What follows belongs to an exercise in optimizing a design on an open flow for small area, a short achievable clock period and few clock cycles; a production flow would make more cautious choices. Function was checked by simulation only, so behaviour that the tests miss may differ from the original. No activity file was given, so power comes from the tool's default toggle rates.

Setup of job 2318:
==> flow/design.v <==
module Top_lvl (clk,start,mem_addr,mem_data,MIN_WEIGHT,MIN_PATH_NODES,donee);
input clk,start;
output [17:0] mem_addr;
input [17:0] mem_data;
output [14:0] MIN_WEIGHT;
output [17:0] MIN_PATH_NODES;  
output donee;
localparam V0=3'd0, V1=3'd1, V2=3'd2, WK=3'd3, DN=3'd4, FIN=3'd5, WK2=3'd6;
reg [2:0] st;
reg [3:0] d;             
reg [17:0] x;            
reg [14:0] bud;          
reg pr;                  
reg dn;                  
reg [14:0] wmin;         
reg [17:0] best;         
reg [3:0] bd;            
reg [2:0] T;             
reg tv;                  
reg [17:0] S [1:7];      
reg [1:0]  R [1:7];      
reg [11:0] W1;
reg [12:0] W2;
reg [13:0] W3;
reg [14:0] W4, W5, W6;
reg [14:0] Wr;           
reg tv2;
reg [2:0] T2;
integer l;
always @* begin
  tv2 = 1'b0; T2 = 3'd1;
  for (l = 1; l <= 7; l = l + 1)
    if (l < T && R[l] != 2'd0) begin tv2 = 1'b1; T2 = l; end
end
wire [2:0] bdm1 = bd[2:0] - 3'd1;       
wire [17:0] sr = S[T];
wire [1:0] RT = R[T];
wire [17:0] nx1 = sr + 18'd1;           
wire [17:0] xk = x + {16'd0, st != WK2, st == V2 || st == WK2};    
wire [17:0] best1 = best + 18'd1;       
wire [11:0] w = mem_data[11:0];
wire [2:0] nc = mem_data[2:0];
wire prune = (bud[14:12] == 3'd0) && (w >= bud[11:0]);
wire gone = (bud[14:12] == 3'd0) && (w[11:8] > bud[11:8]);    
wire end1 = gone || d[3];               
wire end2 = pr || (nc == 3'd0);
wire v1 = (st == V1), v2 = (st == V2);
wire [14:0] bw = bud - {3'b000, w};     
wire [2:0] dm1 = d[2:0] - 3'd1;         
wire [2:0] wi = d[3] ? 3'd6 : dm1;      
always @* begin
  case (wi)
    3'd1: Wr = {3'b000, W1};
    3'd2: Wr = {2'b00, W2};
    3'd3: Wr = {1'b0, W3};
    3'd4: Wr = W4;
    3'd5: Wr = W5;
    default: Wr = W6;
  endcase
end
wire [14:0] wp = wmin - ((st == V0) ? Wr : v1 ? bw : bud);
wire fin = (v1 && end1) || (v2 && end2);    
wire leaf = fin && !(v1 ? prune : pr);      
wire over = (fin && !tv && !leaf) || (st == FIN);    
reg [17:0] addr;
always @* begin
  if (st == V0) addr = mem_data;
  else if (((v1 || v2) && !fin) || st == WK2) addr = xk;
  else addr = tv ? sr : best1;
end
assign mem_addr = start ? 18'd0 : addr;
assign MIN_WEIGHT = wmin;
assign donee = dn || (over && bd <= 4'd2);
assign MIN_PATH_NODES = (st != DN || d == 4'd1) ? 18'd0 : (d > bd) ? 18'h3FFFF : sr;
reg sw, rw, ww;
reg [2:0] si;
reg [17:0] sd;
reg [1:0] rd;
always @* begin
  sw = 1'b0; rw = 1'b0; ww = 1'b0; si = d[2:0]; sd = x + 18'd4; rd = nc[1:0] - 2'd1;
  if (v2 && !end2) begin sw = 1'b1; rw = 1'b1; ww = 1'b1; end
  if (fin && tv) begin sw = 1'b1; rw = 1'b1; si = T; sd = nx1; rd = RT - 2'd1; end
  if (over) begin sw = (bd >= 4'd2); si = bdm1; sd = best; end
  if (st == WK) begin sw = 1'b1; si = dm1; sd = mem_data; end
end
always @(posedge clk) begin
  if (sw) S[si] <= sd;
  if (rw) R[si] <= rd;
  if (ww) case (si)
    3'd1: W1 <= wp[11:0];
    3'd2: W2 <= wp[12:0];
    3'd3: W3 <= wp[13:0];
    3'd4: W4 <= wp;
    3'd5: W5 <= wp;
    3'd6: W6 <= wp;
    default: ;
  endcase
end
always @(posedge clk) begin
  if (start) begin
    st <= V1; d <= 4'd1; x <= 18'd0;
    bud <= 15'h7FFF; wmin <= 15'h7FFF; dn <= 1'b0; tv <= 1'b0;
  end else begin
    case (st)
      V0: begin
        x <= mem_data;
        if (!d[3]) bud <= wp;    
        st <= V1;
      end
      V1: begin
        if (!d[3]) bud <= bw;
        else if (!prune) bud <= {3'b000, w};
        pr <= prune;
        if (!end1) st <= V2;
      end
      V2: if (!end2) begin
        d <= d + 4'd1;
        st <= V0;
        if (nc[2:1] != 2'b00) begin T <= d[2:0]; tv <= 1'b1; end
      end
      WK: begin
        x <= mem_data;
        d <= d - 4'd1;
        st <= WK2;
        if (d == 4'd2) begin st <= DN; d <= 4'd2; T <= 3'd1; end
      end
      WK2: begin
        st <= WK;
        if (d == 4'd2) dn <= 1'b1;
      end
      DN: begin
        if (d <= 4'd8) d <= d + 4'd1;
        T <= T + 3'd1;
      end
      default: ;
    endcase
    if (leaf) begin wmin <= wp; best <= x; bd <= d; end
    if (fin) begin
      if (tv) begin
        d <= {1'b0, T} + 4'd1;
        st <= V0;
        if (RT == 2'd1) begin T <= T2; tv <= tv2; end
      end else if (leaf) st <= FIN;
    end
    if (over) begin
      d <= bd - 4'd1;
      if (bd >= 4'd3) begin
        st <= WK;
        if (bd == 4'd3) dn <= 1'b1;
      end else begin
        st <= DN; dn <= 1'b1; d <= 4'd2; T <= 3'd1;
      end
    end
  end
end
endmodule  
Settings: LEC_CHECK=0, CAP_MARGIN=20, CORE_MARGIN=2, CORE_UTILIZATION=60, CTS_CLUSTER_DIAMETER=60, CTS_CLUSTER_SIZE=24, PLACE_DENSITY=0.75, SETUP_SLACK_MARGIN=2.5, SLEW_MARGIN=20; clock period 7.5 ns.
standard.sh (not shown) runs the stock make flow with config.mk's settings and CLKGATE_MAP_FILE= SYNTH_SCRIPT=/design/flow/synth_recipe.tcl, a recipe that flattens the netlist after the stock synthesis.
==> flow/flow/run.sh <==
#!/bin/bash
# The standard layout (standard.sh: ORFS from the standard synthesis to the
# routed layout), with one change: the port buffers that global placement
# inserts are plain buffers (buf_4) instead of the resizer's default pick, a
# delay cell (clkdlybuf4s50_1). make's full output goes to standard.log; ORFS
# keeps each step's own log under orfs/logs/.
set -euo pipefail
export BUFFER_PORTS_ARGS="-buffer_cell sky130_fd_sc_hd__buf_4"
bash standard.sh > standard.log 2>&1
Testbench counts of job 2318, summed over its fixed seeds: cycles 13,933.
[inputs] job 1603 vs job 2318
Settings: changing SETUP_SLACK_MARGIN from 2.5 to 2.75; changing CORE_UTILIZATION from 60 to 55; changing PLACE_DENSITY from 0.75 to 0.7.
[summary]
- Delta (job 1603 minus job 2318): CTS buffer count lost about 4%, final worst slack grew by 0.12 ns.
- Going from job 2318 to job 1603, the number of tap cells added at floorplan was found to have gone up by 4.8%.
- Job 1603 vs job 2318 — relative contribution of the clock network to total power dropped 0.3 points.
- Job 2318 vs job 1603, capturing element of the worst setup path: mem_addr[0] vs mem_addr[10]
- Diff job 2318 -> job 1603: placeable core region went up by about 10%; part of the cycle the worst path needs went down by 1.6 points; number of placed cells counting well taps went up by 0.80%; worst hold slack went up by 0.021 ns; overall routed net length went up by about 5.6%.
- Non-clock buffer count on job 1603 is up relative to job 2318.
- The via count reported for job 1603 is higher than the one for job 2318.
[inputs] job 308 vs job 1603
Settings: swapping 2.75 for 2.25 in SETUP_SLACK_MARGIN.
--- outcome ---
Job 308: multi-input gate share of the layout cell area is 0.94 points lower than what job 1603 reported. Re total number of vias: job 308 is 367 down on job 1603. NOTE: register share of the cell area in job 308 exceeds that of job 1603. | post-detailed-routing wire length | lower: job 308 |. As far as synthesized cell count goes, job 308 and job 1603 are indistinguishable; the numbers are identical. Each of the runs, namely job 1603 and job 308, reached the end of the flow and came out clean.

==> port drivers added, routing unchanged <==
No port has a modelled driver above. Below, the same layouts with a new extraction and two added sets of constraints.
Step 1 (the two cells are an assumption about what drives the block):
set clk [get_ports {clk}]
set_driving_cell -lib_cell sky130_fd_sc_hd__clkbuf_16 $clk
set_driving_cell -lib_cell sky130_fd_sc_hd__buf_2 [delete_from_list [all_inputs] $clk]
Step 2 moves the port delays by t, midway between the first and last clock arrival at a register: inputs arrive t later, outputs are due t later. That takes back most of the time a late clock gives input paths.
Three values: no drivers, after step 1, after step 2; two values: the first two.
run	t, ns	setup WS [ns]	hold WS [ns]	worst setup path after step 2	clock arrival spread, ns
job 2318	0.610	2.324 / 2.258 / 1.907	0.496 / 0.496 / 0.496	input to register	0.016 / 0.016
job 1603	0.601	2.446 / 2.381 / 1.899	0.516 / 0.516 / 0.516	input to register	0.036 / 0.036
job 308	0.620	2.314 / 2.267 / 1.851	0.501 / 0.501 / 0.501	input to register	0.027 / 0.026
After both steps every run listed still meets setup and hold. For job 1603, which loses most, drivers alone change the setup slack by -0.065 ns; drivers and shift together by -0.547 ns.
